What follows belongs to an exercise in optimizing a design on an open flow for small area and a short achievable clock period; a production flow would make more cautious choices.
No activity file was given, so power comes from the tool's default toggle rates.

==> run a <==
Design adder_1, start of the top module:
module adder_1 #(parameter DSIZE = 64)
            (
                in_a,
                in_b,
                in_c,
                in_d,
                sum,
                clk,
                rst_n
            );
input   [DSIZE-1:0]     in_a;
input   [DSIZE-1:0]     in_b;
input   [DSIZE-1:0]     in_c;
input   [DSIZE-1:0]     in_d;
output  [DSIZE-1:0]     sum ;
input                   clk;
input                   rst_n;
wire   [DSIZE-1:0]      s1, s2, pv;
wire   [DSIZE-2:0]      c1, c2;
wire   [DSIZE-2:1]      gv;
fa_m u_fa1_0 (.a(in_a[0]), .b(in_b[0]), .c(in_c[0]), .s(s1[0]), .co(c1[0]));
fa_m u_fa1_1 (.a(in_a[1]), .b(in_b[1]), .c(in_c[1]), .s(s1[1]), .co(c1[1]));
fa_m u_fa1_2 (.a(in_a[2]), .b(in_b[2]), .c(in_c[2]), .s(s1[2]), .co(c1[2]));
fa_m u_fa1_3 (.a(in_a[3]), .b(in_b[3]), .c(in_c[3]), .s(s1[3]), .co(c1[3]));
fa_m u_fa1_4 (.a(in_a[4]), .b(in_b[4]), .c(in_c[4]), .s(s1[4]), .co(c1[4]));
fa_m u_fa1_5 (.a(in_a[5]), .b(in_b[5]), .c(in_c[5]), .s(s1[5]), .co(c1[5]));
fa_m u_fa1_6 (.a(in_a[6]), .b(in_b[6]), .c(in_c[6]), .s(s1[6]), .co(c1[6]));
fa_m u_fa1_7 (.a(in_a[7]), .b(in_b[7]), .c(in_c[7]), .s(s1[7]), .co(c1[7]));
fa_m u_fa1_8 (.a(in_a[8]), .b(in_b[8]), .c(in_c[8]), .s(s1[8]), .co(c1[8]));
fa_m u_fa1_9 (.a(in_a[9]), .b(in_b[9]), .c(in_c[9]), .s(s1[9]), .co(c1[9]));
fa_m u_fa1_10 (.a(in_a[10]), .b(in_b[10]), .c(in_c[10]), .s(s1[10]), .co(c1[10]));
fa_m u_fa1_11 (.a(in_a[11]), .b(in_b[11]), .c(in_c[11]), .s(s1[11]), .co(c1[11]));
fa_m u_fa1_12 (.a(in_a[12]), .b(in_b[12]), .c(in_c[12]), .s(s1[12]), .co(c1[12]));
fa_m u_fa1_13 (.a(in_a[13]), .b(in_b[13]), .c(in_c[13]), .s(s1[13]), .co(c1[13]));
fa_m u_fa1_14 (.a(in_a[14]), .b(in_b[14]), .c(in_c[14]), .s(s1[14]), .co(c1[14]));
fa_m u_fa1_15 (.a(in_a[15]), .b(in_b[15]), .c(in_c[15]), .s(s1[15]), .co(c1[15]));
fa_m u_fa1_16 (.a(in_a[16]), .b(in_b[16]), .c(in_c[16]), .s(s1[16]), .co(c1[16]));
fa_m u_fa1_17 (.a(in_a[17]), .b(in_b[17]), .c(in_c[17]), .s(s1[17]), .co(c1[17]));
fa_m u_fa1_18 (.a(in_a[18]), .b(in_b[18]), .c(in_c[18]), .s(s1[18]), .co(c1[18]));
fa_m u_fa1_19 (.a(in_a[19]), .b(in_b[19]), .c(in_c[19]), .s(s1[19]), .co(c1[19]));
  ...
export LEC_CHECK = 0
export CAP_MARGIN = 20
export CORE_MARGIN = 2
export CORE_UTILIZATION = 40
export CTS_BUF_LIST = sky130_fd_sc_hd__clkbuf_4 sky130_fd_sc_hd__clkbuf_8
export PLACE_DENSITY = 0.5
export SETUP_SLACK_MARGIN = 2.0
export SLEW_MARGIN = 20
export SYNTH_HIERARCHICAL = 1
export SYNTH_MINIMUM_KEEP_SIZE = 0
create_clock -name core_clock -period 4.0 [get_ports {clk}]
standard.sh (not shown) runs the stock make flow with config.mk's settings and CLKGATE_MAP_FILE= SYNTH_SCRIPT=/design/flow/synth_recipe.tcl, a recipe that flattens the netlist after the stock synthesis.
==> flow/flow/run.sh <==
#!/bin/bash
export BUFFER_PORTS_ARGS="-buffer_cell sky130_fd_sc_hd__buf_1"
bash standard.sh ABC_LOAD_IN_FF=3 finish > standard.log 2>&1
==> inputs of run b, as changes to run a <==
PLACE_DENSITY = default   (was 0.5)
==> comparison table <==
Status: run a finished clean; run b finished clean
Highest achievable clock rate: run a 518 MHz; run b 510 MHz
Switching power: run a 3.02 mW; run b 3.14 mW
Wire length on met2: run a 11900 um; run b 12200 um
Startpoint kind of the worst setup timing path: run a flop; run b input pin
Switching share of power: run a 0.397; run b 0.412
Leakage power summed over all cells: run a 5.06 nW; run b 5.05 nW
Post-Place Worst Slack: run a 1.41 ns; run b 1.43 ns
Global-route total usage across every layer: run a 0.183; run b 0.189
Critical path fanouts, max: run a 3; run b 1
Worst R2R Start: run a pv_l[34]; run b pv_l[16]
R2r endpoint: run a sum_l[54]; run b sum_l[52]
Via density per instance: run a 4.71; run b 4.77
Met1 track demand over resource in global routing: run a 0.245; run b 0.253
Buffer and inverter count on the worst path: run a 0; run b 1
Maximum clock skew at final layout: run a 0.0150 ns; run b 0.0141 ns
No functional check of the RTL was part of any run of this note.

-- port drivers added, routing unchanged --
No port has a modelled driver above. Below, the same layouts with a new extraction and two added sets of constraints.
Step 1: set_driving_cell puts a clkbuf_16 on clk and a buf_2 on each other input, an assumption about the parent block.
Step 2 moves the port delays by t, midway between the first and last clock arrival at a register: inputs arrive t later, outputs are due t later. That takes back most of the time a late clock gives input paths.
Slacks: ideal ports / drivers / drivers and shift; pairs: ideal ports / drivers.
| run | shift t [ns] | setup WS [ns] | worst slew at a driven data input, ns |
|---|---|---|---|
| run a | 0.498 | 2.068 / 2.068 / 1.616 | 0.05 |
| run b | 0.496 | 2.040 / 2.055 / 1.565 | 0.06 |
After both steps every run listed still meets setup and hold. For run b, which loses most, drivers alone change the setup slack by +0.015 ns; drivers and shift together by -0.475 ns.
